This design comes from an exercise in tuning for small area and a short achievable clock period on the open sky130 flow, not from production work. RTL that was checked went through simulation tests only; none was proved equivalent to the original. Function not checked in run 1: the RTL went through the layout flow alone.

==> flow/design.v, too long to show whole: its modules and the start of the top module <==
// module tv80_reg: 41 lines
// module tv80_alu: 344 lines
// module tv80_mcode: 2148 lines
// module tv80_core: 1329 lines
// module cpu_z80: 64 lines
module cpu_z80(
	input CLK,
	input nRESET,
	input wire [7:0] DATA_IN,
	output wire [7:0] DATA_OUT,
	output [15:0] ADDRESS,
	output reg nIORQ, nMREQ,
	output reg nRD, nWR,
	input nINT, nNMI
);
  // ...
==> flow/run.sh <==
#!/bin/bash
# synth_recipe.tcl (not shown) runs the flow's synth.tcl, then flattens the netlist and writes it again
# the make line also repeats each setting of config.mk as NAME=value (left out here)
make -C /OpenROAD-flow-scripts/flow DESIGN_CONFIG=/design/flow/config.mk WORK_HOME=/design/flow/orfs CLKGATE_MAP_FILE= SYNTH_SCRIPT=/design/flow/synth_recipe.tcl finish
==> flow/config.mk <==
export PLATFORM = sky130hd
export DESIGN_NAME = cpu_z80
export DESIGN_NICKNAME = cpu_z80
export VERILOG_FILES = /design/flow/design.v
export SDC_FILE = /design/flow/constraint.sdc
export NUM_CORES = 4
export LEC_CHECK = 0
export CAP_MARGIN = 30
export CORE_MARGIN = 2
export CORE_UTILIZATION = 40
export SETUP_SLACK_MARGIN = 5
export SLEW_MARGIN = 30
==> flow/constraint.sdc <==
create_clock -name core_clock -period 11.0 [get_ports {CLK}]
set_input_delay 2.2000 -clock core_clock [delete_from_list [all_inputs] [get_ports {CLK}]]
set_output_delay 2.2000 -clock core_clock [all_outputs]
set_load 0.01 [all_outputs]
==> results.cfg, run 1 <==
[clock_network]
cts_tree = done
cts_htree_levels = 2
cts_sinks = 445
root_buffer = clkbuf_16
cts.hold.buffers_added = 0

[setup_path]
worstReg2RegEnd = TV80.dec0_r[35]
critPathLaunchType = flop
startpoint = TV80.F[6]
crit_slowest_cell = dfstp_2
arrival_ns = 6.64
crit_chain = a22oi_1 -> a21boi_2 -> nor2_2 -> a21o_1 -> a31o_1 -> a211o_1 -> a21oi_4 -> buf_12 -> mux2i_4 -> clkbuf_8 -> inv_4 -> buf_4 -> nand2_1 -> o32a_1 -> o21ai_0 -> o21ai_0 -> a211o_1 -> o21bai_1
crit_fanout = 45

[routing]
wl_met1_um = 71400
top_layer = met5
wl_per_cell_um = 33.7
drc_errors = 0

[final_layout]
multi_input_comb_area_sq_um = 22200
stdcell_count = 5362
sh_seq_area = 0.296
area_growth_pct = 12.8

[synthesis]
synth_top_area_cell = dfrtp_1
synthMuxAreaShare = 0.0938
synth_compound_area_frac = 0.279
yosys-top-cells-count = nand2_1, nor2_1, a21oi_1, o21ai_0, clkbuf_1

[timing]
fin_ws_ns = 4.89
period_needed_ns = 6.11
finalHoldViolCount = 0

[placement]
dp_hpwl_um = 133000
gp_congestion = 1.05

[global_route]
grt_pass1_vias = 34516

[floorplan]
nWellTaps = 1155
die_h_um = 299

[outcome]
run_status = finished clean
==> module tv80_core, before the edit <==
module tv80_core ( 
  m1_n, iorq, no_read, write, rfsh_n, halt_n, busak_n, A, dout, mc,
  ts, intcycle_n, IntE, stop,
  reset_n, clk, cen, wait_n, int_n, nmi_n, busrq_n, dinst, di
  );
  parameter Mode = 0;    
  parameter IOWait = 1;  
  parameter Flag_C = 0;
  parameter Flag_N = 1;
  parameter Flag_P = 2;
  parameter Flag_X = 3;
  parameter Flag_H = 4;
  parameter Flag_Y = 5;
  parameter Flag_Z = 6;
  parameter Flag_S = 7;
  input     reset_n;            
  input     clk;                
  input     cen;                
  input     wait_n;             
  input     int_n;              
  input     nmi_n;              
  input     busrq_n;            
  output    m1_n;               
  output    iorq;               
  output    no_read;            
  output    write;
  output    rfsh_n;
  output    halt_n;
  output    busak_n;
  output [15:0] A;
  input [7:0]   dinst;
  input [7:0]   di;
  output [7:0]  dout;
  output [6:0]  mc;
  output [6:0]  ts;
  output        intcycle_n;     
  output        IntE;           
  output        stop;           
  reg    m1_n;          
  reg    iorq; 
  reg    halt_n;                
  reg    busak_n;               
  reg [15:0] A; 
  reg [7:0]  dout;        
  reg [6:0]  mc;        
  reg [6:0]  ts;        
  reg   intcycle_n;     
  reg   IntE;           
  reg   stop;           
  parameter     aNone    = 3'b111;
  parameter     aBC      = 3'b000;
  parameter     aDE      = 3'b001;
  parameter     aXY      = 3'b010;
  parameter     aIOA     = 3'b100;
  parameter     aSP      = 3'b101;
  parameter     aZI      = 3'b110;
  reg [7:0]     ACC, F;
  reg [7:0]     Ap, Fp;
  reg [7:0]     I;
  reg [15:0]    SP, PC;
  reg [7:0]     RegDIH;
  reg [7:0]     RegDIL;
  wire [15:0]   RegBusA;
  wire [15:0]   RegBusB;
  wire [15:0]   RegBusC;
  reg [2:0]     RegAddrA_r;
  reg [2:0]     RegAddrA;
  reg [2:0]     RegAddrB_r;
  reg [2:0]     RegAddrB;
  reg [2:0]     RegAddrC;
  reg           RegWEH;
  reg           RegWEL;
  reg           Alternate;
  reg [15:0]    TmpAddr;         
  reg [7:0]     IR;              
  reg [1:0]     ISet;            
  reg [15:0]    RegBusA_r;
  reg [15:0]    ID16;
  reg [7:0]     Save_Mux;
  reg [6:0]     tstate;
  reg [6:0]     mcycle;
  reg           last_mcycle, last_tstate;
  reg           IntE_FF1;
  reg           IntE_FF2;
  reg           Halt_FF;
  reg           BusReq_s;
  reg           BusAck;
  reg           ClkEn;
  reg           NMI_s;
  reg           INT_s;
  reg [1:0]     IStatus;
  reg [7:0]     DI_Reg;
  reg           T_Res;
  reg [1:0]     XY_State;
  reg [2:0]     Pre_XY_F_M;
  reg           NextIs_XY_Fetch;
  reg           XY_Ind;
  reg           No_BTR;
  reg           BTR_r;
  reg           Auto_Wait;
  reg           Auto_Wait_t1;
  reg           Auto_Wait_t2;
  reg           IncDecZ;
  reg [7:0]     BusB;
  reg [7:0]     BusA;
  wire [7:0]    ALU_Q;
  wire [7:0]    F_Out;
  reg [4:0]     Read_To_Reg_r;
  reg           Arith16_r;
  reg           Z16_r;
  reg [3:0]     ALU_Op_r;
  reg           Save_ALU_r;
  reg           PreserveC_r;
  reg [2:0]     mcycles;
  wire [2:0]    mcycles_d;
  wire [2:0]    tstates;
  reg           IntCycle;
  reg           NMICycle;
  wire          Inc_PC;
  wire          Inc_WZ;
  wire [3:0]    IncDec_16;
  wire [1:0]    Prefix;
  wire          Read_To_Acc;
  wire          Read_To_Reg;
  wire [3:0]     Set_BusB_To;
  wire [3:0]     Set_BusA_To;
  wire [3:0]     ALU_Op;
  wire           Save_ALU;
  wire           PreserveC;
  wire           Arith16;
  wire [2:0]     Set_Addr_To;
  wire           Jump;
  wire           JumpE;
  wire           JumpXY;
  wire           Call;
  wire           RstP;
  wire           LDZ;
  wire           LDW;
  wire           LDSPHL;
  wire           iorq_i;
  wire [2:0]     Special_LD;
  wire           ExchangeDH;
  wire           ExchangeRp;
  wire           ExchangeAF;
  wire           ExchangeRS;
  wire           I_DJNZ;
  wire           I_CPL;
  wire           I_CCF;
  wire           I_SCF;
  wire           I_RETN;
  wire           I_BT;
  wire           I_BC;
  wire           I_BTR;
  wire           I_RLD;
  wire           I_RRD;
  wire           I_INRC;
  wire           SetDI;
  wire           SetEI;
  wire [1:0]     IMode;
  wire           Halt;
  reg [15:0]     PC16;
  reg [15:0]     SP16, SP16_A;
  reg            Oldnmi_n;
  tv80_alu #(Mode, Flag_C, Flag_N, Flag_P, Flag_X, Flag_H, Flag_Y, Flag_Z, Flag_S) i_alu
    (
     .Arith16              (Arith16_r),
     .Z16                  (Z16_r),
     .ALU_Op               (ALU_Op_r),
     .IR                   (IR[5:0]),
     .ISet                 (ISet),
     .BusA                 (BusA),
     .BusB                 (BusB),
     .F_In                 (F),
     .Q                    (ALU_Q),
     .F_Out                (F_Out)
     );
  function [6:0] number_to_bitvec;
    input [2:0] num;
    begin
      case (num)
        1 : number_to_bitvec = 7'b0000001;
        2 : number_to_bitvec = 7'b0000010;
        3 : number_to_bitvec = 7'b0000100;
        4 : number_to_bitvec = 7'b0001000;
        5 : number_to_bitvec = 7'b0010000;
        6 : number_to_bitvec = 7'b0100000;
        7 : number_to_bitvec = 7'b1000000;
        default : number_to_bitvec = 7'bx;
      endcase  
    end
  endfunction  
  function [2:0] mcyc_to_number;
    input [6:0] mcyc;
    begin
      casez (mcyc)
        7'b1zzzzzz : mcyc_to_number = 3'h7;
        7'b01zzzzz : mcyc_to_number = 3'h6;
        7'b001zzzz : mcyc_to_number = 3'h5;
        7'b0001zzz : mcyc_to_number = 3'h4;
        7'b00001zz : mcyc_to_number = 3'h3;
        7'b000001z : mcyc_to_number = 3'h2;
        7'b0000001 : mcyc_to_number = 3'h1;
        default : mcyc_to_number = 3'h1;
      endcase
    end
  endfunction
  reg [7:0]     IR_n;
  reg [1:0]     ISet_n;
  reg [6:0]     mcycle_n;
  reg           NMICycle_n, IntCycle_n;
  always @*
    begin
      IR_n = IR;
      ISet_n = ISet;
      if (ClkEn)
        begin
          if (mcycle[0] && (tstate[1] | tstate[2] | tstate[3]))
            begin
              if (tstate[2] && wait_n)
                begin
                  if (IntCycle && IStatus == 2'b01)
                    IR_n = 8'b11111111;
                  else if (Halt_FF || (IntCycle && IStatus == 2'b10) || NMICycle)
                    IR_n = 8'b00000000;
                  else
                    IR_n = dinst;
                  ISet_n = 2'b00;
                  if (Prefix != 2'b00 && Prefix != 2'b11)
                    ISet_n = Prefix;
                end
            end
          else
            begin
              if (mcycle[5] && Prefix == 2'b01)
                ISet_n = 2'b01;
              if (tstate[2] && wait_n && ISet == 2'b01 && mcycle[6])
                IR_n = dinst;
            end
        end
    end
  always @*
    begin
      mcycle_n = mcycle;
      NMICycle_n = NMICycle;
      IntCycle_n = IntCycle;
      if (cen && !(BusReq_s && BusAck) && !(tstate[2] && !wait_n) && T_Res && !BusReq_s)
        begin
          if (NextIs_XY_Fetch)
            mcycle_n = 7'b0100000;
          else if ((mcycle[6]) || (mcycle[5] && Mode == 1 && ISet != 2'b01))
            mcycle_n = number_to_bitvec(Pre_XY_F_M + 1);
          else if (last_mcycle || No_BTR || (mcycle[1] && I_DJNZ && IncDecZ))
            begin
              mcycle_n = 7'b0000001;
              IntCycle_n = 1'b0;
              NMICycle_n = 1'b0;
              if (NMI_s && Prefix == 2'b00)
                NMICycle_n = 1'b1;
              else if (IntE_FF1 && INT_s && Prefix == 2'b00 && !SetEI)
                IntCycle_n = 1'b1;
            end
          else
            mcycle_n = { mcycle[5:0], mcycle[6] };
        end
    end
  always @ (posedge clk or negedge reset_n)
    begin
      if (reset_n == 1'b0)
        begin
          IR <= 8'b00000000;
          ISet <= 2'b00;
          mcycle <= 7'b0000001;
          NMICycle <= 1'b0;
          IntCycle <= 1'b0;
        end
      else
        begin
          IR <= IR_n;
          ISet <= ISet_n;
          mcycle <= mcycle_n;
          NMICycle <= NMICycle_n;
          IntCycle <= IntCycle_n;
        end
    end
  wire [67:0]  dec0, dec1;
  reg  [67:0]  dec0_r, dec1_r;
  localparam [67:0] DEC_RST = 68'h30000001c00000018;
  always @ (posedge clk or negedge reset_n)
    begin
      if (reset_n == 1'b0)
        begin
          dec0_r <= DEC_RST;
          dec1_r <= DEC_RST;
        end
      else
        begin
          dec0_r <= dec0;
          dec1_r <= dec1;
        end
    end
  function cc_true;
    input [7:0] FF;
    input [2:0] c;
    begin
      case (c)
        3'b000  : cc_true = FF[6] == 1'b0;  
        3'b001  : cc_true = FF[6] == 1'b1;  
        3'b010  : cc_true = FF[0] == 1'b0;  
        3'b011  : cc_true = FF[0] == 1'b1;  
        3'b100  : cc_true = FF[2] == 1'b0;  
        3'b101  : cc_true = FF[2] == 1'b1;  
        3'b110  : cc_true = FF[7] == 1'b0;  
        default : cc_true = FF[7] == 1'b1;  
      endcase
    end
  endfunction
  wire [2:0] csel_n = { IR_n[5] & ~(IR_n[7:5] == 3'b001), IR_n[4:3] };
  reg  [3:0] cflag_r;
  reg        cpol_r;
  always @ (posedge clk or negedge reset_n)
    begin
      if (reset_n == 1'b0)
        begin
          cflag_r <= 4'b0001;
          cpol_r <= 1'b0;
        end
      else
        begin
          cflag_r <= { csel_n[2:1] == 2'b11, csel_n[2:1] == 2'b10,
                       csel_n[2:1] == 2'b01, csel_n[2:1] == 2'b00 };
          cpol_r <= csel_n[0];
        end
    end
  wire cc_now = ~(cpol_r ^ ((cflag_r[0] & F[Flag_Z]) | (cflag_r[1] & F[Flag_C]) |
                            (cflag_r[2] & F[Flag_P]) | (cflag_r[3] & F[Flag_S])));
  wire [67:0]  dec = cc_now ? dec1_r : dec0_r;
  tv80_mcode #(Mode, Flag_C, Flag_N, Flag_P, Flag_X, Flag_H, Flag_Y, Flag_Z, Flag_S) i_mcode0
    (
     .IR(IR_n), .ISet(ISet_n), .MCycle(mcycle_n), .cc(1'b0), .NMICycle(NMICycle_n), .IntCycle(IntCycle_n),
     .MCycles(dec0[67:65]),
     .TStates(dec0[64:62]),
     .Prefix(dec0[61:60]),
     .Inc_PC(dec0[59:59]),
     .Inc_WZ(dec0[58:58]),
     .IncDec_16(dec0[57:54]),
     .Read_To_Acc(dec0[53:53]),
     .Read_To_Reg(dec0[52:52]),
     .Set_BusB_To(dec0[51:48]),
     .Set_BusA_To(dec0[47:44]),
     .ALU_Op(dec0[43:40]),
     .Save_ALU(dec0[39:39]),
     .PreserveC(dec0[38:38]),
     .Arith16(dec0[37:37]),
     .Set_Addr_To(dec0[36:34]),
     .IORQ(dec0[33:33]),
     .Jump(dec0[32:32]),
     .JumpE(dec0[31:31]),
     .JumpXY(dec0[30:30]),
     .Call(dec0[29:29]),
     .RstP(dec0[28:28]),
     .LDZ(dec0[27:27]),
     .LDW(dec0[26:26]),
     .LDSPHL(dec0[25:25]),
     .Special_LD(dec0[24:22]),
     .ExchangeDH(dec0[21:21]),
     .ExchangeRp(dec0[20:20]),
     .ExchangeAF(dec0[19:19]),
     .ExchangeRS(dec0[18:18]),
     .I_DJNZ(dec0[17:17]),
     .I_CPL(dec0[16:16]),
     .I_CCF(dec0[15:15]),
     .I_SCF(dec0[14:14]),
     .I_RETN(dec0[13:13]),
     .I_BT(dec0[12:12]),
     .I_BC(dec0[11:11]),
     .I_BTR(dec0[10:10]),
     .I_RLD(dec0[9:9]),
     .I_RRD(dec0[8:8]),
     .I_INRC(dec0[7:7]),
     .SetDI(dec0[6:6]),
     .SetEI(dec0[5:5]),
     .IMode(dec0[4:3]),
     .Halt(dec0[2:2]),
     .NoRead(dec0[1:1]),
     .Write(dec0[0:0])
    );
  tv80_mcode #(Mode, Flag_C, Flag_N, Flag_P, Flag_X, Flag_H, Flag_Y, Flag_Z, Flag_S) i_mcode1
    (
     .IR(IR_n), .ISet(ISet_n), .MCycle(mcycle_n), .cc(1'b1), .NMICycle(NMICycle_n), .IntCycle(IntCycle_n),
     .MCycles(dec1[67:65]),
     .TStates(dec1[64:62]),
     .Prefix(dec1[61:60]),
     .Inc_PC(dec1[59:59]),
     .Inc_WZ(dec1[58:58]),
     .IncDec_16(dec1[57:54]),
     .Read_To_Acc(dec1[53:53]),
     .Read_To_Reg(dec1[52:52]),
     .Set_BusB_To(dec1[51:48]),
     .Set_BusA_To(dec1[47:44]),
     .ALU_Op(dec1[43:40]),
     .Save_ALU(dec1[39:39]),
     .PreserveC(dec1[38:38]),
     .Arith16(dec1[37:37]),
     .Set_Addr_To(dec1[36:34]),
     .IORQ(dec1[33:33]),
     .Jump(dec1[32:32]),
     .JumpE(dec1[31:31]),
     .JumpXY(dec1[30:30]),
     .Call(dec1[29:29]),
     .RstP(dec1[28:28]),
     .LDZ(dec1[27:27]),
     .LDW(dec1[26:26]),
     .LDSPHL(dec1[25:25]),
     .Special_LD(dec1[24:22]),
     .ExchangeDH(dec1[21:21]),
     .ExchangeRp(dec1[20:20]),
     .ExchangeAF(dec1[19:19]),
     .ExchangeRS(dec1[18:18]),
     .I_DJNZ(dec1[17:17]),
     .I_CPL(dec1[16:16]),
     .I_CCF(dec1[15:15]),
     .I_SCF(dec1[14:14]),
     .I_RETN(dec1[13:13]),
     .I_BT(dec1[12:12]),
     .I_BC(dec1[11:11]),
     .I_BTR(dec1[10:10]),
     .I_RLD(dec1[9:9]),
     .I_RRD(dec1[8:8]),
     .I_INRC(dec1[7:7]),
     .SetDI(dec1[6:6]),
     .SetEI(dec1[5:5]),
     .IMode(dec1[4:3]),
     .Halt(dec1[2:2]),
     .NoRead(dec1[1:1]),
     .Write(dec1[0:0])
    );
  assign {mcycles_d, tstates, Prefix, Inc_PC, Inc_WZ, IncDec_16, Read_To_Acc, Read_To_Reg, Set_BusB_To, Set_BusA_To, ALU_Op, Save_ALU, PreserveC, Arith16, Set_Addr_To, iorq_i, Jump, JumpE, JumpXY, Call, RstP, LDZ, LDW, LDSPHL, Special_LD, ExchangeDH, ExchangeRp, ExchangeAF, ExchangeRS, I_DJNZ, I_CPL, I_CCF, I_SCF, I_RETN, I_BT, I_BC, I_BTR, I_RLD, I_RRD, I_INRC, SetDI, SetEI, IMode, Halt, no_read, write} = dec;
  always @( mcycle or mcycles or tstate or tstates)
    begin
      case (mcycles)
        1 : last_mcycle = mcycle[0];
        2 : last_mcycle = mcycle[1];
        3 : last_mcycle = mcycle[2];
        4 : last_mcycle = mcycle[3];
        5 : last_mcycle = mcycle[4];
        6 : last_mcycle = mcycle[5];
        7 : last_mcycle = mcycle[6];
        default : last_mcycle = 1'bx;
      endcase  
      case (tstates)
        0 : last_tstate = tstate[0];
        1 : last_tstate = tstate[1];
        2 : last_tstate = tstate[2];
        3 : last_tstate = tstate[3];
        4 : last_tstate = tstate[4];
        5 : last_tstate = tstate[5];
        6 : last_tstate = tstate[6];
        default : last_tstate = 1'bx;
      endcase
    end  
  always @( ALU_Q or BusAck or BusB or DI_Reg
	   or ExchangeRp or IR or Save_ALU_r or Set_Addr_To or XY_Ind
	   or XY_State or cen or last_tstate or mcycle)
    begin
      ClkEn = cen && ~ BusAck;
      if (last_tstate)
        T_Res = 1'b1;
      else T_Res = 1'b0;
      if (XY_State != 2'b00 && XY_Ind == 1'b0 &&
          ((Set_Addr_To == aXY) ||
           (mcycle[0] && IR == 8'b11001011) ||
           (mcycle[0] && IR == 8'b00110110)))
        NextIs_XY_Fetch = 1'b1;
      else 
        NextIs_XY_Fetch = 1'b0;
      if (ExchangeRp)
        Save_Mux = BusB;
      else if (!Save_ALU_r)
        Save_Mux = DI_Reg;
      else
        Save_Mux = ALU_Q;
    end  
  always @ (posedge clk or negedge reset_n)
    begin
      if (reset_n == 1'b0 ) 
        begin
          PC <= 0;   
          A <= 0;
          TmpAddr <= 0;
          XY_State <= 2'b00;
          IStatus <= 2'b00;
          mcycles <= 3'b000;
          dout <= 8'b00000000;
          ACC <= 8'hFF;
          F <= 8'hFF;
          Ap <= 8'hFF;
          Fp <= 8'hFF;
          I <= 0;
          SP <= 16'hFFFF;
          Alternate <= 1'b0;
          Read_To_Reg_r <= 5'b00000;
          Arith16_r <= 1'b0;
          BTR_r <= 1'b0;
          Z16_r <= 1'b0;
          ALU_Op_r <= 4'b0000;
          Save_ALU_r <= 1'b0;
          PreserveC_r <= 1'b0;
          XY_Ind <= 1'b0;
        end 
      else 
        begin
          if (ClkEn == 1'b1 ) 
            begin
              ALU_Op_r <= 4'b0000;
              Save_ALU_r <= 1'b0;
              Read_To_Reg_r <= 5'b00000;
              mcycles <= mcycles_d;
              if (IMode != 2'b11 ) 
                begin
                  IStatus <= IMode;
                end
              Arith16_r <= Arith16;
              PreserveC_r <= PreserveC;
              if (ISet == 2'b10 && ALU_Op[2] == 1'b0 && ALU_Op[0] == 1'b1 && mcycle[2] ) 
                begin
                  Z16_r <= 1'b1;
                end 
              else 
                begin
                  Z16_r <= 1'b0;
                end
              if (mcycle[0] && (tstate[1] | tstate[2] | tstate[3] )) 
                begin
                  if (tstate[2] && wait_n == 1'b1 ) 
                    begin
                      if (Jump == 1'b0 && Call == 1'b0 && NMICycle == 1'b0 && IntCycle == 1'b0 && ~ (Halt_FF == 1'b1 || Halt == 1'b1) ) 
                        begin
                          PC <= PC16;
                        end
                      if (IntCycle == 1'b1 && IStatus == 2'b01 ) 
                        begin
                        end 
                      else if (Halt_FF == 1'b1 || (IntCycle == 1'b1 && IStatus == 2'b10) || NMICycle == 1'b1 ) 
                        begin
			  TmpAddr[7:0] <= dinst;  
                        end 
                      if (Prefix != 2'b00 ) 
                        begin
                          if (Prefix == 2'b11 ) 
                            begin
                              if (IR[5] == 1'b1 ) 
                                begin
                                  XY_State <= 2'b10;
                                end 
                              else 
                                begin
                                  XY_State <= 2'b01;
                                end
                            end 
                          else 
                            begin
                              if (Prefix == 2'b10 ) 
                                begin
                                  XY_State <= 2'b00;
                                  XY_Ind <= 1'b0;
                                end
                            end
                        end 
                      else 
                        begin
                          XY_State <= 2'b00;
                          XY_Ind <= 1'b0;
                        end
                    end  
                end 
              else 
                begin
                  if (mcycle[5] ) 
                    begin
                      XY_Ind <= 1'b1;
                    end
                  if (T_Res == 1'b1 ) 
                    begin
                      BTR_r <= (I_BT || I_BC || I_BTR) && ~ No_BTR;
                      if (Jump == 1'b1 ) 
                        begin
                          A[15:8] <= DI_Reg;
                          A[7:0] <= TmpAddr[7:0];
                          PC[15:8] <= DI_Reg;
                          PC[7:0] <= TmpAddr[7:0];
                        end 
                      else if (JumpXY == 1'b1 ) 
                        begin
                          A <= RegBusC;
                          PC <= RegBusC;
                        end else if (Call == 1'b1 || RstP == 1'b1 ) 
                          begin
                            A <= TmpAddr;
                            PC <= TmpAddr;
                          end 
                        else if (last_mcycle && NMICycle == 1'b1 ) 
                          begin
                            A <= 16'b0000000001100110;
                            PC <= 16'b0000000001100110;
                          end 
                        else if (mcycle[2] && IntCycle == 1'b1 && IStatus == 2'b10 ) 
                          begin
                            A[15:8] <= I;
                            A[7:0] <= TmpAddr[7:0];
                            PC[15:8] <= I;
                            PC[7:0] <= TmpAddr[7:0];
                          end 
                        else 
                          begin
                            case (Set_Addr_To)
                              aXY :
                                begin
                                  if (XY_State == 2'b00 ) 
                                    begin
                                      A <= RegBusC;
                                    end 
                                  else 
                                    begin
                                      if (NextIs_XY_Fetch == 1'b1 )
                                        begin
                                          A <= PC;
                                        end 
                                      else 
                                        begin
                                          A <= TmpAddr;
                                        end
                                    end  
                                end  
                              aIOA :
                                begin
                                  if (Mode == 3 ) 
                                    begin
                                      A[15:8] <= 8'hFF;
                                    end 
                                  else if (Mode == 2 ) 
                                    begin
                                      A[15:8] <= DI_Reg;
                                    end 
                                  else 
                                    begin
                                      A[15:8] <= ACC;
                                    end
                                  A[7:0] <= DI_Reg;
                                end  
                              aSP :
                                begin
                                  A <= SP;
                                end
                              aBC :
                                begin
                                  if (Mode == 3 && iorq_i == 1'b1 ) 
                                    begin
                                      A[15:8] <= 8'hFF;
                                      A[7:0] <= RegBusC[7:0];
                                    end 
                                  else 
                                    begin
                                      A <= RegBusC;
                                    end
                                end  
                              aDE :
                                begin
                                  A <= RegBusC;
                                end
                              aZI :
                                begin                                  
                                  if (Inc_WZ == 1'b1 ) 
                                    begin
                                      A <= incdec16(TmpAddr, 1'b0);
                                    end 
                                  else 
                                    begin
                                      A[15:8] <= DI_Reg;
                                      A[7:0] <= TmpAddr[7:0];
                                    end
                                end  
                              default   :
                                begin                                    
                                  A <= PC;
                                end
                            endcase  
                          end  
                      Save_ALU_r <= Save_ALU;
                      ALU_Op_r <= ALU_Op;
                      if (I_CPL == 1'b1 ) 
                        begin
                          ACC <= ~ ACC;
                          F[Flag_Y] <= ~ ACC[5];
                          F[Flag_H] <= 1'b1;
                          F[Flag_X] <= ~ ACC[3];
                          F[Flag_N] <= 1'b1;
                        end
                      if (I_CCF == 1'b1 ) 
                        begin
                          F[Flag_C] <= ~ F[Flag_C];
                          F[Flag_Y] <= ACC[5];
                          F[Flag_H] <= F[Flag_C];
                          F[Flag_X] <= ACC[3];
                          F[Flag_N] <= 1'b0;
                        end
                      if (I_SCF == 1'b1 ) 
                        begin
                          F[Flag_C] <= 1'b1;
                          F[Flag_Y] <= ACC[5];
                          F[Flag_H] <= 1'b0;
                          F[Flag_X] <= ACC[3];
                          F[Flag_N] <= 1'b0;
                        end
                    end  
                  if (tstate[2] && wait_n == 1'b1 ) 
                    begin
                      if (JumpE == 1'b1 ) 
                        begin
                          PC <= PC16;
                        end 
                      else if (Inc_PC == 1'b1 ) 
                        begin
                          PC <= PC16;
                        end
                      if (BTR_r == 1'b1 ) 
                        begin
                          PC <= PC16;
                        end
                      if (RstP == 1'b1 ) 
                        begin
                          TmpAddr <= { 10'h0, IR[5:3], 3'h0 };
                        end
                    end
                  if (tstate[3] && mcycle[5] ) 
                    begin
                      TmpAddr <= SP16;
                    end
                  if ((tstate[2] && wait_n == 1'b1) || (tstate[4] && mcycle[0]) ) 
                    begin
                      if (IncDec_16[2:0] == 3'b111 ) 
                        begin
                          SP <= SP16;
                        end
                    end
                  if (LDSPHL == 1'b1 ) 
                    begin
                      SP <= RegBusC;
                    end
                  if (ExchangeAF == 1'b1 ) 
                    begin
                      Ap <= ACC;
                      ACC <= Ap;
                      Fp <= F;
                      F <= Fp;
                    end
                  if (ExchangeRS == 1'b1 ) 
                    begin
                      Alternate <= ~ Alternate;
                    end
                end  
              if (tstate[3] ) 
                begin
                  if (LDZ == 1'b1 ) 
                    begin
                      TmpAddr[7:0] <= DI_Reg;
                    end
                  if (LDW == 1'b1 ) 
                    begin
                      TmpAddr[15:8] <= DI_Reg;
                    end
                  if (Special_LD[2] == 1'b1 ) 
                    begin
                      case (Special_LD[1:0])
                        2'b00 :
                          begin
                            ACC <= I;
                            F[Flag_P] <= IntE_FF2;
			    F[Flag_Z] <= (I == 0);
			    F[Flag_S] <= I[7];
			    F[Flag_H] <= 0;
			    F[Flag_N] <= 0; 
                          end
                        2'b01 :
                          begin
                            ACC <= 0;
                            F[Flag_P] <= IntE_FF2;
			    F[Flag_Z] <= (I == 0);
			    F[Flag_S] <= I[7];
			    F[Flag_H] <= 0;
			    F[Flag_N] <= 0; 
                          end
                        2'b10 :
                          I <= ACC;
                        default : ;
                      endcase
                    end
                end  
              if ((I_DJNZ == 1'b0 && Save_ALU_r == 1'b1) || ALU_Op_r == 4'b1001 ) 
                begin
                  if (Mode == 3 ) 
                    begin
                      F[6] <= F_Out[6];
                      F[5] <= F_Out[5];
                      F[7] <= F_Out[7];
                      if (PreserveC_r == 1'b0 ) 
                        begin
                          F[4] <= F_Out[4];
                        end
                    end 
                  else 
                    begin
                      F[7:1] <= F_Out[7:1];
                      if (PreserveC_r == 1'b0 ) 
                        begin
                          F[Flag_C] <= F_Out[0];
                        end
                    end
                end  
              if (T_Res == 1'b1 && I_INRC == 1'b1 ) 
                begin
                  F[Flag_H] <= 1'b0;
                  F[Flag_N] <= 1'b0;
                  if (DI_Reg[7:0] == 8'b00000000 ) 
                    begin
                      F[Flag_Z] <= 1'b1;
                    end 
                  else 
                    begin
                      F[Flag_Z] <= 1'b0;
                    end
                  F[Flag_S] <= DI_Reg[7];
                  F[Flag_P] <= ~ (^DI_Reg[7:0]);
                end  
              if (tstate[1] && Auto_Wait_t1 == 1'b0 ) 
                begin
                  dout <= BusB;
                  if (I_RLD == 1'b1 ) 
                    begin
                      dout[3:0] <= BusA[3:0];
                      dout[7:4] <= BusB[3:0];
                    end
                  if (I_RRD == 1'b1 ) 
                    begin
                      dout[3:0] <= BusB[7:4];
                      dout[7:4] <= BusA[3:0];
                    end
                end
              if (T_Res == 1'b1 ) 
                begin
                  Read_To_Reg_r[3:0] <= Set_BusA_To;
                  Read_To_Reg_r[4] <= Read_To_Reg;
                  if (Read_To_Acc == 1'b1 ) 
                    begin
                      Read_To_Reg_r[3:0] <= 4'b0111;
                      Read_To_Reg_r[4] <= 1'b1;
                    end
                end
              if (tstate[1] && I_BT == 1'b1 ) 
                begin
                  F[Flag_X] <= ALU_Q[3];
                  F[Flag_Y] <= ALU_Q[1];
                  F[Flag_H] <= 1'b0;
                  F[Flag_N] <= 1'b0;
                end
              if (I_BC == 1'b1 || I_BT == 1'b1 ) 
                begin
                  F[Flag_P] <= IncDecZ;
                end
              if ((tstate[1] && Save_ALU_r == 1'b0 && Auto_Wait_t1 == 1'b0) ||
                  (Save_ALU_r == 1'b1 && ALU_Op_r != 4'b0111) ) 
                begin
                  case (Read_To_Reg_r)
                    5'b10111 :
                      ACC <= Save_Mux;
                    5'b10110 :
                      dout <= Save_Mux;
                    5'b11000 :
                      SP[7:0] <= Save_Mux;
                    5'b11001 :
                      SP[15:8] <= Save_Mux;
                    5'b11011 :
                      F <= Save_Mux;
                    default : ;
                  endcase
                end  
            end  
        end  
    end
  always @ (posedge clk)
    begin
      if (ClkEn == 1'b1 ) 
        begin
          RegAddrA_r <=  { Alternate, Set_BusA_To[2:1] };
          if (XY_Ind == 1'b0 && XY_State != 2'b00 && Set_BusA_To[2:1] == 2'b10 ) 
            begin
              RegAddrA_r <= { XY_State[1],  2'b11 };
            end
          RegAddrB_r <= { Alternate, Set_BusB_To[2:1] };
          if (XY_Ind == 1'b0 && XY_State != 2'b00 && Set_BusB_To[2:1] == 2'b10 ) 
            begin
              RegAddrB_r <= { XY_State[1],  2'b11 };
            end
          RegAddrC <= { Alternate,  Set_Addr_To[1:0] };
          if ((JumpXY == 1'b1 || LDSPHL == 1'b1) ) 
            begin
              RegAddrC <= { Alternate, 2'b10 };
            end
          if (((JumpXY == 1'b1 || LDSPHL == 1'b1) && XY_State != 2'b00) || (mcycle[5]) ) 
            begin
              RegAddrC <= { XY_State[1],  2'b11 };
            end
          if (I_DJNZ == 1'b1 && Save_ALU_r == 1'b1 && Mode < 2 ) 
            begin
              IncDecZ <= F_Out[Flag_Z];
            end
          if ((tstate[2] || (tstate[3] && mcycle[0])) && IncDec_16[2:0] == 3'b100 ) 
            begin
              if (ID16 == 0 ) 
                begin
                  IncDecZ <= 1'b0;
                end 
              else 
                begin
                  IncDecZ <= 1'b1;
                end
            end
          RegBusA_r <= RegBusA;
        end
    end  
  always @( Alternate or ExchangeDH or IncDec_16
	   or RegAddrA_r or RegAddrB_r or XY_State or mcycle or tstate)
    begin
      if ((tstate[2] || (tstate[3] && mcycle[0] && IncDec_16[2] == 1'b1)) && XY_State == 2'b00)
        RegAddrA = { Alternate, IncDec_16[1:0] };
      else if ((tstate[2] || (tstate[3] && mcycle[0] && IncDec_16[2] == 1'b1)) && IncDec_16[1:0] == 2'b10)
        RegAddrA = { XY_State[1], 2'b11 };
      else if (ExchangeDH == 1'b1 && tstate[3])
        RegAddrA = { Alternate, 2'b10 };
      else if (ExchangeDH == 1'b1 && tstate[4])
        RegAddrA = { Alternate, 2'b01 };
      else
        RegAddrA = RegAddrA_r;
      if (ExchangeDH == 1'b1 && tstate[3])
        RegAddrB = { Alternate, 2'b01 };
      else
        RegAddrB = RegAddrB_r;
    end  
  always @( ALU_Op_r or Auto_Wait_t1 or ExchangeDH
	   or IncDec_16 or Read_To_Reg_r or Save_ALU_r or mcycle
	   or tstate or wait_n)
    begin
      RegWEH = 1'b0;
      RegWEL = 1'b0;
      if ((tstate[1] && ~Save_ALU_r && ~Auto_Wait_t1) ||
          (Save_ALU_r && (ALU_Op_r != 4'b0111)) ) 
        begin
          case (Read_To_Reg_r)
            5'b10000 , 5'b10001 , 5'b10010 , 5'b10011 , 5'b10100 , 5'b10101 :
              begin
                RegWEH = ~ Read_To_Reg_r[0];
                RegWEL = Read_To_Reg_r[0];
              end  
            default : ;
          endcase  
        end  
      if (ExchangeDH && (tstate[3] || tstate[4]) ) 
        begin
          RegWEH = 1'b1;
          RegWEL = 1'b1;
        end
      if (IncDec_16[2] && ((tstate[2] && wait_n && ~mcycle[0]) || (tstate[3] && mcycle[0])) ) 
        begin
          case (IncDec_16[1:0])
            2'b00 , 2'b01 , 2'b10 :
              begin
                RegWEH = 1'b1;
                RegWEL = 1'b1;
              end  
            default : ;
          endcase
        end
    end  
  always @( ExchangeDH or ID16 or IncDec_16 or RegBusA_r
	   or RegBusB or Save_Mux or mcycle or tstate)
    begin
      RegDIH = Save_Mux;
      RegDIL = Save_Mux;
      if (ExchangeDH == 1'b1 && tstate[3] ) 
        begin
          RegDIH = RegBusB[15:8];
          RegDIL = RegBusB[7:0];
        end
      else if (ExchangeDH == 1'b1 && tstate[4] ) 
        begin
          RegDIH = RegBusA_r[15:8];
          RegDIL = RegBusA_r[7:0];
        end
      else if (IncDec_16[2] == 1'b1 && ((tstate[2] && ~mcycle[0]) || (tstate[3] && mcycle[0])) ) 
        begin
          RegDIH = ID16[15:8];
          RegDIL = ID16[7:0];
        end
    end
  tv80_reg i_reg
    (
     .clk                  (clk),
     .CEN                  (ClkEn),
     .WEH                  (RegWEH),
     .WEL                  (RegWEL),
     .AddrA                (RegAddrA),
     .AddrB                (RegAddrB),
     .AddrC                (RegAddrC),
     .DIH                  (RegDIH),
     .DIL                  (RegDIL),
     .DOAH                 (RegBusA[15:8]),
     .DOAL                 (RegBusA[7:0]),
     .DOBH                 (RegBusB[15:8]),
     .DOBL                 (RegBusB[7:0]),
     .DOCH                 (RegBusC[15:8]),
     .DOCL                 (RegBusC[7:0])
     );
  always @ (posedge clk)
    begin
      if (ClkEn == 1'b1 ) 
        begin
          case (Set_BusB_To)
            4'b0111 :
              BusB <= ACC;
            4'b0000 , 4'b0001 , 4'b0010 , 4'b0011 , 4'b0100 , 4'b0101 :
              begin
                if (Set_BusB_To[0] == 1'b1 ) 
                  begin
                    BusB <= RegBusB[7:0];
                  end 
                else 
                  begin
                    BusB <= RegBusB[15:8];
                  end
              end
            4'b0110 :
              BusB <= DI_Reg;
            4'b1000 :
              BusB <= SP[7:0];
            4'b1001 :
              BusB <= SP[15:8];
            4'b1010 :
              BusB <= 8'b00000001;
            4'b1011 :
              BusB <= F;
            4'b1100 :
              BusB <= PC[7:0];
            4'b1101 :
              BusB <= PC[15:8];
            4'b1110 :
              BusB <= 8'b00000000;
            default :
              BusB <= 8'h0;
          endcase
          case (Set_BusA_To)
            4'b0111 :
              BusA <= ACC;
            4'b0000 , 4'b0001 , 4'b0010 , 4'b0011 , 4'b0100 , 4'b0101 :
              begin
                if (Set_BusA_To[0] == 1'b1 )
                  begin
                    BusA <= RegBusA[7:0];
                  end 
                else 
                  begin
                    BusA <= RegBusA[15:8];
                  end
              end
            4'b0110 :
              BusA <= DI_Reg;
            4'b1000 :
              BusA <= SP[7:0];
            4'b1001 :
              BusA <= SP[15:8];
            4'b1010 :
              BusA <= 8'b00000000;
            default :
              BusA <=  8'h0;
          endcase
        end
    end
  assign rfsh_n = 1'b1;
  always @( BusAck or Halt_FF or I_DJNZ or IntCycle
	   or IntE_FF1 or di or iorq_i or mcycle or tstate)
    begin
      mc = mcycle;
      ts = tstate;
      DI_Reg = di;
      halt_n = ~ Halt_FF;
      busak_n = ~ BusAck;
      intcycle_n = ~ IntCycle;
      IntE = IntE_FF1;
      iorq = iorq_i;
      stop = I_DJNZ;
    end
  always @ (posedge clk or negedge reset_n)
    begin : sync_inputs
      if (~reset_n) 
        begin
          BusReq_s <= 1'b0;
          INT_s <= 1'b0;
          NMI_s <= 1'b0;
          Oldnmi_n <= 1'b0;
        end 
      else
        begin
          if (cen == 1'b1 ) 
            begin
              BusReq_s <= ~ busrq_n;
              INT_s <= ~ int_n;
              if (NMICycle == 1'b1 ) 
                begin
                  NMI_s <= 1'b0;
                end 
              else if (nmi_n == 1'b0 && Oldnmi_n == 1'b1 ) 
                begin
                  NMI_s <= 1'b1;
                end
              Oldnmi_n <= nmi_n;
            end
        end
    end
  always @ (posedge clk or negedge reset_n)
    begin
      if (reset_n == 1'b0 ) 
        begin
          tstate <= 7'b0000001;
          Pre_XY_F_M <= 3'b000;
          Halt_FF <= 1'b0;
          BusAck <= 1'b0;
          IntE_FF1 <= 1'b0;
          IntE_FF2 <= 1'b0;
          No_BTR <= 1'b0;
          Auto_Wait_t1 <= 1'b0;
          Auto_Wait_t2 <= 1'b0;
          m1_n <= 1'b1;
        end 
      else
        begin
          if (cen == 1'b1 ) 
            begin
              if (T_Res == 1'b1 ) 
                begin
                  Auto_Wait_t1 <= 1'b0;
                end 
              else 
                begin
		  Auto_Wait_t1 <= Auto_Wait || (iorq_i & ~Auto_Wait_t2);
                end
              Auto_Wait_t2 <= Auto_Wait_t1 & !T_Res;
              No_BTR <= (I_BT && (~ IR[4] || ~ F[Flag_P])) ||
                        (I_BC && (~ IR[4] || F[Flag_Z] || ~ F[Flag_P])) ||
                        (I_BTR && (~ IR[4] || F[Flag_Z]));
              if (tstate[2] ) 
                begin
                  if (SetEI == 1'b1 ) 
                    begin
                      if (!NMICycle)
                        IntE_FF1 <= 1'b1;
                      IntE_FF2 <= 1'b1;
                    end
                  if (I_RETN == 1'b1 ) 
                    begin
                      IntE_FF1 <= IntE_FF2;
                    end
                end
              if (tstate[3] ) 
                begin
                  if (SetDI == 1'b1 ) 
                    begin
                      IntE_FF1 <= 1'b0;
                      IntE_FF2 <= 1'b0;
                    end
                end
              if (IntCycle == 1'b1 || NMICycle == 1'b1 ) 
                begin
                  Halt_FF <= 1'b0;
                end
              if (mcycle[0] && tstate[2] && wait_n == 1'b1 ) 
                begin
                  m1_n <= 1'b1;
                end
              if (BusReq_s == 1'b1 && BusAck == 1'b1 ) 
                begin
                end 
              else 
                begin
                  BusAck <= 1'b0;
                  if (tstate[2] && wait_n == 1'b0 ) 
                    begin
                    end 
                  else if (T_Res == 1'b1 ) 
                    begin
                      if (Halt == 1'b1 ) 
                        begin
                          Halt_FF <= 1'b1;
                        end
                      if (BusReq_s == 1'b1 ) 
                        begin
                          BusAck <= 1'b1;
                        end 
                      else 
                        begin
                          tstate <= 7'b0000010;
                          if (NextIs_XY_Fetch == 1'b1 ) 
                            begin
                              Pre_XY_F_M <= mcyc_to_number(mcycle);
                              if (IR == 8'b00110110 && Mode == 0 ) 
                                begin
                                  Pre_XY_F_M <= 3'b010;
                                end
                            end 
                          else if ((mcycle[6]) || (mcycle[5] && Mode == 1 && ISet != 2'b01) ) 
                            begin
                            end 
                          else if ((last_mcycle) ||
                                   No_BTR == 1'b1 ||
                                   (mcycle[1] && I_DJNZ == 1'b1 && IncDecZ == 1'b1) ) 
                            begin
                              m1_n <= 1'b0;
                              if (NMI_s == 1'b1 && Prefix == 2'b00 ) 
                                begin
                                  IntE_FF1 <= 1'b0;
                                end 
                              else if ((IntE_FF1 == 1'b1 && INT_s == 1'b1) && Prefix == 2'b00 && SetEI == 1'b0 ) 
                                begin
                                  IntE_FF1 <= 1'b0;
                                  IntE_FF2 <= 1'b0;
                                end
                            end 
                        end
                    end 
                  else 
                    begin    
                      if ( ~(Auto_Wait == 1'b1 && Auto_Wait_t2 == 1'b0) &&
                           ~(IOWait == 1 && iorq_i == 1'b1 && Auto_Wait_t1 == 1'b0) ) 
                        begin
                          tstate <= { tstate[5:0], tstate[6] };
                        end
                    end
                end
              if (tstate[0]) 
                begin
                  m1_n <= 1'b0;
                end
            end
        end
    end
  function [7:0] adj8;
    input [7:0] x;
    input       c;
    input       s;
    reg [7:0]   t, m;
    integer     i;
    begin
      t = s ? ~x : x;
      m[0] = 1'b1;
      for (i = 1; i < 8; i = i + 1)
        m[i] = m[i-1] & t[i-1];
      adj8 = (c ^ s) ? (x ^ m) : x;
    end
  endfunction
  function [15:0] incdec16;
    input [15:0] x;
    input        d;
    reg [15:0]   t, m;
    integer      i;
    begin
      t = d ? ~x : x;
      m[0] = 1'b1;
      for (i = 1; i < 16; i = i + 1)
        m[i] = m[i-1] & t[i-1];
      incdec16 = x ^ m;
    end
  endfunction
  reg [7:0] PC16_BL, SP16_BL;
  reg       PC16_S, SP16_S;
  reg [8:0] PC16_L, SP16_L;
  always @*
    begin
      if (JumpE == 1'b1 )
        begin
          PC16_BL = DI_Reg;
          PC16_S = DI_Reg[7];
        end
      else if (BTR_r == 1'b1 )
        begin
          PC16_BL = 8'hFE;
          PC16_S = 1'b1;
        end
      else
        begin
          PC16_BL = 8'h01;
          PC16_S = 1'b0;
        end
      if (tstate[3])
        begin
          SP16_A = RegBusC;
          SP16_BL = DI_Reg;
          SP16_S = DI_Reg[7];
        end
      else
        begin
          SP16_A = SP;
          SP16_BL = IncDec_16[3] ? 8'hFF : 8'h01;
          SP16_S = IncDec_16[3];
        end
      ID16 = incdec16(RegBusA, IncDec_16[3]);
      PC16_L = PC[7:0] + PC16_BL;
      PC16 = { adj8(PC[15:8], PC16_L[8], PC16_S), PC16_L[7:0] };
      SP16_L = SP16_A[7:0] + SP16_BL;
      SP16 = { adj8(SP16_A[15:8], SP16_L[8], SP16_S), SP16_L[7:0] };
    end
  always @( IntCycle or NMICycle or mcycle)
    begin
      Auto_Wait = 1'b0;
      if (IntCycle == 1'b1 || NMICycle == 1'b1 ) 
        begin
          if (mcycle[0] ) 
            begin
              Auto_Wait = 1'b1;
            end
        end
    end  
endmodule  
==> run 2, diff against run 1 <==
--- a/flow/design.v
+++ b/flow/design.v
@@ -2848,24 +2848,15 @@
     end
   endfunction
   wire [2:0] csel_n = { IR_n[5] & ~(IR_n[7:5] == 3'b001), IR_n[4:3] };
-  reg  [3:0] cflag_r;
-  reg        cpol_r;
+  reg        cc_r;
   always @ (posedge clk or negedge reset_n)
     begin
       if (reset_n == 1'b0)
-        begin
-          cflag_r <= 4'b0001;
-          cpol_r <= 1'b0;
-        end
+        cc_r <= 1'b0;
       else
-        begin
-          cflag_r <= { csel_n[2:1] == 2'b11, csel_n[2:1] == 2'b10,
-                       csel_n[2:1] == 2'b01, csel_n[2:1] == 2'b00 };
-          cpol_r <= csel_n[0];
-        end
+        cc_r <= cc_true(F_n, csel_n);
     end
-  wire cc_now = ~(cpol_r ^ ((cflag_r[0] & F[Flag_Z]) | (cflag_r[1] & F[Flag_C]) |
-                            (cflag_r[2] & F[Flag_P]) | (cflag_r[3] & F[Flag_S])));
+  wire cc_now = cc_r;
   wire [67:0]  dec = cc_now ? dec1_r : dec0_r;
   tv80_mcode #(Mode, Flag_C, Flag_N, Flag_P, Flag_X, Flag_H, Flag_Y, Flag_Z, Flag_S) i_mcode0
     (
@@ -3013,6 +3004,79 @@
       else
         Save_Mux = ALU_Q;
     end  
+  reg [7:0] F_n;
+  always @*
+    begin
+      F_n = F;
+      if (ClkEn == 1'b1 )
+        begin
+          if (!(mcycle[0] && (tstate[1] | tstate[2] | tstate[3] )))
+            begin
+              if (T_Res == 1'b1 )
+                begin
+                  if (I_CPL == 1'b1 )
+                    begin
+                      F_n[Flag_Y] = ~ ACC[5];
+                      F_n[Flag_H] = 1'b1;
+                      F_n[Flag_X] = ~ ACC[3];
+                      F_n[Flag_N] = 1'b1;
+                    end
+                  if (I_CCF == 1'b1 )
+                    begin
+                      F_n[Flag_C] = ~ F[Flag_C];
+                      F_n[Flag_Y] = ACC[5];
+                      F_n[Flag_H] = F[Flag_C];
+                      F_n[Flag_X] = ACC[3];
+                      F_n[Flag_N] = 1'b0;
+                    end
+                  if (I_SCF == 1'b1 )
+                    begin
+                      F_n[Flag_C] = 1'b1;
+                      F_n[Flag_Y] = ACC[5];
+                      F_n[Flag_H] = 1'b0;
+                      F_n[Flag_X] = ACC[3];
+                      F_n[Flag_N] = 1'b0;
+                    end
+                end
+              if (ExchangeAF == 1'b1 )
+                F_n = Fp;
+            end
+          if (tstate[3] && Special_LD[2] == 1'b1 && Special_LD[1] == 1'b0 )
+            begin
+              F_n[Flag_P] = IntE_FF2;
+              F_n[Flag_Z] = (I == 0);
+              F_n[Flag_S] = I[7];
+              F_n[Flag_H] = 1'b0;
+              F_n[Flag_N] = 1'b0;
+            end
+          if ((I_DJNZ == 1'b0 && Save_ALU_r == 1'b1) || ALU_Op_r == 4'b1001 )
+            begin
+              F_n[7:1] = F_Out[7:1];
+              if (PreserveC_r == 1'b0 )
+                F_n[Flag_C] = F_Out[0];
+            end
+          if (T_Res == 1'b1 && I_INRC == 1'b1 )
+            begin
+              F_n[Flag_H] = 1'b0;
+              F_n[Flag_N] = 1'b0;
+              F_n[Flag_Z] = (DI_Reg[7:0] == 8'b00000000);
+              F_n[Flag_S] = DI_Reg[7];
+              F_n[Flag_P] = ~ (^DI_Reg[7:0]);
+            end
+          if (tstate[1] && I_BT == 1'b1 )
+            begin
+              F_n[Flag_X] = ALU_Q[3];
+              F_n[Flag_Y] = ALU_Q[1];
+              F_n[Flag_H] = 1'b0;
+              F_n[Flag_N] = 1'b0;
+            end
+          if (I_BC == 1'b1 || I_BT == 1'b1 )
+            F_n[Flag_P] = IncDecZ;
+          if (((tstate[1] && Save_ALU_r == 1'b0 && Auto_Wait_t1 == 1'b0) ||
+               (Save_ALU_r == 1'b1 && ALU_Op_r != 4'b0111)) && Read_To_Reg_r == 5'b11011 )
+            F_n = Save_Mux;
+        end
+    end
   always @ (posedge clk or negedge reset_n)
     begin
       if (reset_n == 1'b0 ) 
@@ -3044,6 +3108,7 @@
         begin
           if (ClkEn == 1'b1 ) 
             begin
+              F <= F_n;
               ALU_Op_r <= 4'b0000;
               Save_ALU_r <= 1'b0;
               Read_To_Reg_r <= 5'b00000;
@@ -3223,26 +3288,26 @@
                       if (I_CPL == 1'b1 ) 
                         begin
                           ACC <= ~ ACC;
-                          F[Flag_Y] <= ~ ACC[5];
-                          F[Flag_H] <= 1'b1;
-                          F[Flag_X] <= ~ ACC[3];
-                          F[Flag_N] <= 1'b1;
+                          ;
+                          ;
+                          ;
+                          ;
                         end
                       if (I_CCF == 1'b1 ) 
                         begin
-                          F[Flag_C] <= ~ F[Flag_C];
-                          F[Flag_Y] <= ACC[5];
-                          F[Flag_H] <= F[Flag_C];
-                          F[Flag_X] <= ACC[3];
-                          F[Flag_N] <= 1'b0;
+                          ;
+                          ;
+                          ;
+                          ;
+                          ;
                         end
                       if (I_SCF == 1'b1 ) 
                         begin
-                          F[Flag_C] <= 1'b1;
-                          F[Flag_Y] <= ACC[5];
-                          F[Flag_H] <= 1'b0;
-                          F[Flag_X] <= ACC[3];
-                          F[Flag_N] <= 1'b0;
+                          ;
+                          ;
+                          ;
+                          ;
+                          ;
                         end
                     end  
                   if (tstate[2] && wait_n == 1'b1 ) 
@@ -3284,7 +3349,7 @@
                       Ap <= ACC;
                       ACC <= Ap;
                       Fp <= F;
-                      F <= Fp;
+                      ;
                     end
                   if (ExchangeRS == 1'b1 ) 
                     begin
@@ -3307,20 +3372,20 @@
                         2'b00 :
                           begin
                             ACC <= I;
-                            F[Flag_P] <= IntE_FF2;
-			    F[Flag_Z] <= (I == 0);
-			    F[Flag_S] <= I[7];
-			    F[Flag_H] <= 0;
-			    F[Flag_N] <= 0; 
+                            ;
+			    ;
+			    ;
+			    ;
+			    ; 
                           end
                         2'b01 :
                           begin
                             ACC <= 0;
-                            F[Flag_P] <= IntE_FF2;
-			    F[Flag_Z] <= (I == 0);
-			    F[Flag_S] <= I[7];
-			    F[Flag_H] <= 0;
-			    F[Flag_N] <= 0; 
+                            ;
+			    ;
+			    ;
+			    ;
+			    ; 
                           end
                         2'b10 :
                           I <= ACC;
@@ -3332,37 +3397,37 @@
                 begin
                   if (Mode == 3 ) 
                     begin
-                      F[6] <= F_Out[6];
-                      F[5] <= F_Out[5];
-                      F[7] <= F_Out[7];
+                      ;
+                      ;
+                      ;
                       if (PreserveC_r == 1'b0 ) 
                         begin
-                          F[4] <= F_Out[4];
+                          ;
                         end
                     end 
                   else 
                     begin
-                      F[7:1] <= F_Out[7:1];
+                      ;
                       if (PreserveC_r == 1'b0 ) 
                         begin
-                          F[Flag_C] <= F_Out[0];
+                          ;
                         end
                     end
                 end  
               if (T_Res == 1'b1 && I_INRC == 1'b1 ) 
                 begin
-                  F[Flag_H] <= 1'b0;
-                  F[Flag_N] <= 1'b0;
+                  ;
+                  ;
                   if (DI_Reg[7:0] == 8'b00000000 ) 
                     begin
-                      F[Flag_Z] <= 1'b1;
+                      ;
                     end 
                   else 
                     begin
-                      F[Flag_Z] <= 1'b0;
+                      ;
                     end
-                  F[Flag_S] <= DI_Reg[7];
-                  F[Flag_P] <= ~ (^DI_Reg[7:0]);
+                  ;
+                  ;
                 end  
               if (tstate[1] && Auto_Wait_t1 == 1'b0 ) 
                 begin
@@ -3390,14 +3455,14 @@
                 end
               if (tstate[1] && I_BT == 1'b1 ) 
                 begin
-                  F[Flag_X] <= ALU_Q[3];
-                  F[Flag_Y] <= ALU_Q[1];
-                  F[Flag_H] <= 1'b0;
-                  F[Flag_N] <= 1'b0;
+                  ;
+                  ;
+                  ;
+                  ;
                 end
               if (I_BC == 1'b1 || I_BT == 1'b1 ) 
                 begin
-                  F[Flag_P] <= IncDecZ;
+                  ;
                 end
               if ((tstate[1] && Save_ALU_r == 1'b0 && Auto_Wait_t1 == 1'b0) ||
                   (Save_ALU_r == 1'b1 && ALU_Op_r != 4'b0111) ) 
@@ -3412,7 +3477,7 @@
                     5'b11001 :
                       SP[15:8] <= Save_Mux;
                     5'b11011 :
-                      F <= Save_Mux;
+                      ;
                     default : ;
                   endcase
                 end  
==> flow/flow/run.sh (new file) <==
#!/bin/bash
set -euo pipefail
bash standard.sh SETUP_SLACK_MARGIN=6 "BUFFER_PORTS_ARGS=-buffer_cell sky130_fd_sc_hd__buf_4" finish > make.log 2>&1
==> flow/standard.sh (new file) <==
#!/bin/bash
# synth_recipe.tcl (not shown) runs the flow's synth.tcl, then flattens the netlist and writes it again
# the make line also repeats each setting of config.mk as NAME=value (left out here)
make -C /OpenROAD-flow-scripts/flow DESIGN_CONFIG=/design/flow/config.mk WORK_HOME=/design/flow/orfs CLKGATE_MAP_FILE= SYNTH_SCRIPT=/design/flow/synth_recipe.tcl "${@:-finish}"
--- a/flow/config.mk
+++ b/flow/config.mk
@@ -8,5 +8,5 @@
 export CAP_MARGIN = 30
 export CORE_MARGIN = 2
 export CORE_UTILIZATION = 40
-export SETUP_SLACK_MARGIN = 5
+export CTS_BUF_LIST = sky130_fd_sc_hd__clkbuf_4
 export SLEW_MARGIN = 30
removed: flow/run.sh
==> run 2 against run 1 <==
Utilization increased by 1.2 points. Sequential share of layout area decreased by 1.1 points. Hold slack got worse by 0.042 ns. Non-clock buffer count increased by 87. Cell count increased by 3.4%.
==> results.cfg, run 2 <==
[timing]
tightest_slew_ns = 1.05
finalHoldViolCount = 0
fin_ws_ns = 5.94
max_freq_mhz = 198
finalCritPeriodShare = 0.460
period_needed_ns = 5.06
setup_viol = 0
rsz0062_at_grt = true
fin_skew_ns = 0.0997
final_max_slew_viol_count = 0
slew_headroom = 0.278
holdWs_ns = 0.333
setup_tns_ns = 0

[setup_path]
r2r_setup_slack_ns = 5.97
worstSetupPathType = primary input to flop
crit_chain = buf_4 -> inv_1 -> a31oi_1 -> a31oi_4 -> buf_4 -> inv_4 -> buf_4 -> nor2_1 -> nand3_1 -> o311ai_0 -> nor4_1 -> buf_4 -> nor2b_1 -> o211ai_1 -> a221oi_1 -> nor3_1
crit_required_ns = 11.93
worstReg2RegEnd = TV80.dec1_r[62]
reg2reg_from = TV80.tstate[1]
cp_common_cell = buf_4
r2r_cells = 16
arrival_ns = 5.99
critPathLaunchType = primary input
crit_fanout = 31
end_kind = flop
crit_slowest_cell = nand3_1
cp_slowest_stage_delay_ns = 0.53

[routing]
routed_via_density = 7.10
drt_iter0_markers = 6381
wl_per_cell_um = 35.0
drt-pass1-iter-count = 9
drt-total-wl_um = 194000
vias = 39389
ant_nets = 0
drc_errors = 0

[global_route]
use_met2 = 0.597
antenna_found_initial = 10
grt_pass1_wl_um = 273000
grt_pass1_vias = 36265
overflow = 0
top_usage_layer = met2
use_met1 = 0.559
grtUsageTotal = 0.419
met3_usage = 0.113
grt_max_degree = 117

[placement]
dp_hpwl_um = 139000
io_buffers = 39
dpl.cell_count = 5220
gp_congestion = 1.05
place_area_sq_um = 37000
pre_cts_ws_ns = 3.95

[clock_network]
cts.hold.buffers_added = 0
numCtsBuffers = 133
cts_tree = done
clk_path_buf_depth = 3
root_buffer = clkbuf_4
clock_latency_ns = 1.11
cts_htree_levels = 4
cts_sinks = 442
clk_pin_slew_ns = 0.06

[floorplan]
core_sq_um = 86900
die_h_um = 300
initial_core_util = 0.404
ioPinCount = 40
fp.dieArea_sq_um = 90200
placementRows = 108
die_w_um = 300

[synthesis]
synth_most_common_cell = nand2_1
synth_xor_area_frac = 0.0229
yosys_warnings = 5
synth_edf_count = 129
synth_top_area_cell = dfrtp_1
synthMuxAreaShare = 0.0926
ys_seq_area_frac = 0.328
yosys-top-cells-count = nand2_1, nor2_1, a21oi_1, o21ai_0, clkbuf_1
synth_nets = 4305
synthAdderAreaFrac = 0.0348
synth_cells = 4199
synthSimpleGateAreaFrac = 0.172
ys_async_sr_fraction = 0.588
synth_area_sq_um = 35100
synthFlopType = dfrtp_1
yosysTopAreaCellShare = 0.141
synth_top_family_by_area = compound AO/OA/AOI/OAI gates
yosys-top-cells-area = dfrtp_1, edfxtp_1, a21oi_1, nand2_1, dfstp_2
yosys.cell_types.count = 109
ys_ff_latch = 442
synth_compound_area_frac = 0.298
syn-mean-instance-area_sq_um = 8.37

[run]
maxCapViolCount = 0

[final_layout]
nFillCells = 8570
area_growth_pct = 15.4
multi_input_comb_area_sq_um = 22800
nets = 4380
final_area_sq_um = 40500
regArea_sq_um = 11500
drive_gt1_frac = 0.211
reg.largest.list = TV80.dec1_r: 68 flops, TV80.i_reg.RegsH: 64 flops, TV80.i_reg.RegsL: 64 flops
post-route-util = 0.467
stdcell_count = 5544
largest_reg_flops = 68
largest_register = TV80.dec1_r
most-common-layout-cells = nand2_1, nor2_1, a21oi_1
final_common_cell = nand2_1

[worst_hold_path]
min_delay_worst_endpoint = TV80.Arith16_r
hp-class = flop to flop
hold_depth = 0
min-delay-start = TV80.dec1_r[37]

[outcome]
run_status = finished clean
## run 2: cell count changes after synthesis, sizes merged, moves of 14 or more
cell / change
nand2: -47
o31ai: +14
mux2i: -19
o211ai: +19
clkbuf: +24
a22oi: +17
a211oi: -22
o22ai: +21
o21ai: -19
nor2: -90
a21oi: -64
nor3: +20
o22a: +16
## run 2: cell type report
type                            instances  area share
Tap cell                             1155      0.0357
Timing Repair Buffer                  286      0.0604
Antenna cell                            7    0.000432
Multi-Input combinational cell       3304       0.563
Sequential cell                       442       0.285
Clock inverter                         53      0.0102
Clock buffer                          190      0.0352
Inverter                              107      0.0107
## run 2: layer usage
layer	wire, um	vias to the layer above
li1	-	16319
met1	75000	19198
met2	79700	3163
met3	24300	705
met4	15100	4
met5	28	-
## run 2: how the worst max path moves through the flow
stage | startpoint | end | slack, ns
6_report | DATA_IN[3] | TV80.dec1_r[63] | 5.94
5_1_grt | TV80.BusA[5] | TV80.cc_r | 5.91
4_1_cts | TV80.IR[3] | TV80.dec1_r[62] | 6.00
3_5_place_dp | DATA_IN[3] | TV80.dec1_r[35] | 3.95
3_3_place_gp | DATA_IN[3] | TV80.dec1_r[59] | 3.74
2_1_floorplan | DATA_IN[3] | TV80.dec0_r[66] | 6.02
## run 2: kinds of logic (layout without fill, tap and decap cells)
family                   after synthesis  count (layout)
AND/OR/NAND/NOR                     1305            1307
adder cells (fa/ha/maj)               94              94
other                                  0               7
XOR/XNOR                              92              92
buffers and inverters                456             636
AO/OA/AOI/OAI                       1567            1568
flip-flops                           442             442
multiplexers                         243             243
## run 2: worst max-delay path, delay by kind of cell
| family | cells | cell delay, ns |
|---|---|---|
| compound gates | 5 | 1.05 |
| buf+inv | 6 | 1.40 |
| simple gates | 5 | 1.31 |
## run 2: what timing repair did
item                       in CTS  in global routing
buffers inserted               22                 44
setup endpoints to repair     200                180
pin swaps                       8                 16
gates resized for setup       145                 93
cloned                          6                  1
==> run 3, diff against run 2 <==
--- a/flow/config.mk
+++ b/flow/config.mk
@@ -8,5 +8,4 @@
 export CAP_MARGIN = 30
 export CORE_MARGIN = 2
 export CORE_UTILIZATION = 40
-export CTS_BUF_LIST = sky130_fd_sc_hd__clkbuf_4
 export SLEW_MARGIN = 30
==> run 3 against run 2 <==
Fmax decreased by 1.6%. Non-clock buffer count is 3 higher. Routed wire length is 1.1% lower. Sequential share of layout area shrank 0.27 points. First-iteration DRC count is 4.7% lower. Critical path type unchanged.
==> results.cfg, run 3 <==
[synthesis]
ys_ff_latch = 442
synth_edf_count = 129
yosys.cell_types.count = 109
syn-mean-instance-area_sq_um = 8.37
yosys-top-cells-area = dfrtp_1, edfxtp_1, a21oi_1, nand2_1, dfstp_2
synth_cells = 4199
synth_top_area_cell = dfrtp_1
synth_nets = 4305
synth_most_common_cell = nand2_1
ys_seq_area_frac = 0.328
synth_area_sq_um = 35100
synthFlopType = dfrtp_1
yosysTopAreaCellShare = 0.141
yosys_warnings = 5
yosys-top-cells-count = nand2_1, nor2_1, a21oi_1, o21ai_0, clkbuf_1
ys_async_sr_fraction = 0.588

[setup_path]
crit_required_ns = 11.53
crit_slowest_cell = nor3_2
path_buf_inv = 4
critPathTopFamily = simple AND/OR/NAND/NOR gates
cp_common_cell = o21ai_0
crit_chain = buf_4 -> o21ai_0 -> and2_1 -> buf_12 -> clkinvlp_4 -> buf_8 -> nor2_2 -> nor3_1 -> a221o_1 -> nor3_2 -> o21ai_0 -> a221oi_1 -> o21ai_0
critPathLaunchType = primary input
crit_fanout = 24
cp_slowest_stage_delay_ns = 0.53
arrival_ns = 5.67
end_kind = flop
worstSetupPathType = primary input to flop

[clock_network]
cts_tree = done
cts.hold.buffers_added = 0
numCtsBuffers = 54
cts_htree_levels = 2
clk_pin_slew_ns = 0.06
clk_path_buf_depth = 3
cts_sinks = 442
root_buffer = clkbuf_16
clock_latency_ns = 0.69

[timing]
rsz0062_at_grt = true
setup_viol = 0
final_max_slew_viol_count = 0
slew_headroom = 0.278
period_needed_ns = 5.14
max_freq_mhz = 195
tightest_slew_ns = 1.07
finalHoldViolCount = 0
finalCritPeriodShare = 0.467
fin_skew_ns = 0.0805
setup_tns_ns = 0

[global_route]
grt_pass1_wl_um = 270000
grtUsageTotal = 0.413
overflow = 0
antenna_found_initial = 8
grt_pass1_vias = 35644
grt_max_degree = 117

[floorplan]
initial_core_util = 0.404
die_h_um = 300
core_sq_um = 86900
placementRows = 108
fp.dieArea_sq_um = 90200
ioPinCount = 40
die_w_um = 300

[final_layout]
reg.largest.list = TV80.dec1_r: 68 flops, TV80.i_reg.RegsH: 64 flops, TV80.i_reg.RegsL: 64 flops
drive_gt1_frac = 0.194
nFillCells = 8417
most-common-layout-cells = nand2_1, a21oi_1, nor2_1
final_area_sq_um = 40900
final_common_cell = nand2_1
area_growth_pct = 16.4
nets = 4304
largest_register = TV80.dec1_r
largest_reg_flops = 68

[routing]
drt-total-wl_um = 192000
drc_errors = 0
ant_nets = 0
routed_via_density = 7.15
wl_per_cell_um = 35.6
drt-pass1-iter-count = 9
vias = 38647
drt_iter0_markers = 6078

[placement]
io_buffers = 39
dp_hpwl_um = 139000
gp_congestion = 1.05
place_area_sq_um = 37000

[outcome]
run_status = finished clean

[run]
maxCapViolCount = 0

[worst_hold_path]
hp-class = flop to flop
## run 3: cell counts after synthesis
No cell type changed its count.
## run 3: cell families (layout without fill, tap and decap cells)
kind of cell / Yosys count / in the layout / synth area share
buf+inv: 456 / 498 / 0.0519
xor+xnor: 92 / 92 / 0.0229
simple gates: 1305 / 1307 / 0.172
mux: 243 / 243 / 0.0926
flops: 442 / 442 / 0.328
compound gates: 1567 / 1568 / 0.298
other cells: 0 / 4 / 0
fa+ha+maj: 94 / 94 / 0.0348
## run 3: final timing paths
| check | slack [ns] | from | to | cells after the start |
|---|---|---|---|---|
| max in group asynchronous | 8.01 | nRESET | TV80.ALU_Op_r[0] | 2 |
| hold / removal | 0.35 | TV80.dec1_r[38] | TV80.PreserveC_r | 0 |
| min in group asynchronous | 1.51 | nRESET | TV80.A[11] | 1 |
| hold reg to reg | 0.35 | TV80.dec1_r[38] | TV80.PreserveC_r | 0 |
| setup reg to reg | 5.92 | TV80.tstate[2] | TV80.dec1_r[20] | 13 |
| setup / recovery | 5.86 | DATA_IN[0] | TV80.dec1_r[62] | 13 |
## run 3: final cells by class
class                      instances  area [sq um]  share of cell area
multi-input combinational       3304         23000               0.562
clock buffer                      65          1460              0.0358
inverter                         107           435              0.0106
sequential                       442         11500               0.282
clock inverter                    37           515              0.0126
antenna                            4          10.0            0.000245
timing repair buffer             289          2520              0.0617
tap                             1155          1450              0.0353
## run 3: per-stage QoR
step / utilization / setup WS (ns) / hold slack, ns / std cells
5_1_grt: 0.471 / 5.84 / 0.359 / 5399
3_3_place_gp: 0.426 / 3.74 / 0.333 / 5218
3_5_place_dp: 0.426 / 3.95 / 0.342 / 5220
6_report: 0.471 / 5.86 / 0.351 / 5403
2_1_floorplan: - / 6.02 / 0.405 / 4199
4_1_cts: 0.461 / 5.99 / 0.353 / 5351
## run 3: layer usage
metal / routed length (um) / global-route usage
met1: 74700 / 0.556
met2: 78000 / 0.581
met3: 23100 / 0.103
met4: 16300 / 0.278
met5: 38 / 0
## run 3: repair_timing
| item | CTS | global route |
|---|---|---|
| endpoints found under the setup margin | 205 | 185 |
| pin swaps | 10 | 20 |
| resized for setup | 174 | 112 |
| setup buffers | 24 | 44 |
| gates cloned | 5 | 2 |

==> static timing again, ports no longer ideal <==
The results above use ideal ports. As a check the final layouts listed here were re-extracted and re-timed, cells and wires unchanged. Step 1 (the two cells are an assumption about what drives the block):
set clk [get_ports {CLK}]
set_driving_cell -lib_cell sky130_fd_sc_hd__clkbuf_16 $clk
set_driving_cell -lib_cell sky130_fd_sc_hd__buf_2 [delete_from_list [all_inputs] $clk]
Step 2 times the ports against the registers' clock, not the clock port: input delays grow and output delays shrink by t, the midpoint of the rising clock arrivals with the driver on. Slacks: ideal / step 1 / step 2; pairs: ideal / step 1.
| run | t (ns) | setup slack, ns | worst register clock-pin slew, ns | cell pins on the clock port's net |
|---|---|---|---|---|
| run 1 | 0.699 | 4.890 / 4.890 / 4.398 | 0.07 / 0.07 | 1 |
| run 2 | 1.127 | 5.942 / 5.966 / 4.844 | 0.08 / 0.08 | 1 |
| run 3 | 0.718 | 5.859 / 5.905 / 5.187 | 0.08 / 0.08 | 1 |
After both steps setup and hold are still met in every run listed. For run 2, which loses most, drivers alone change the setup slack by +0.024 ns; drivers and shift together by -1.098 ns.
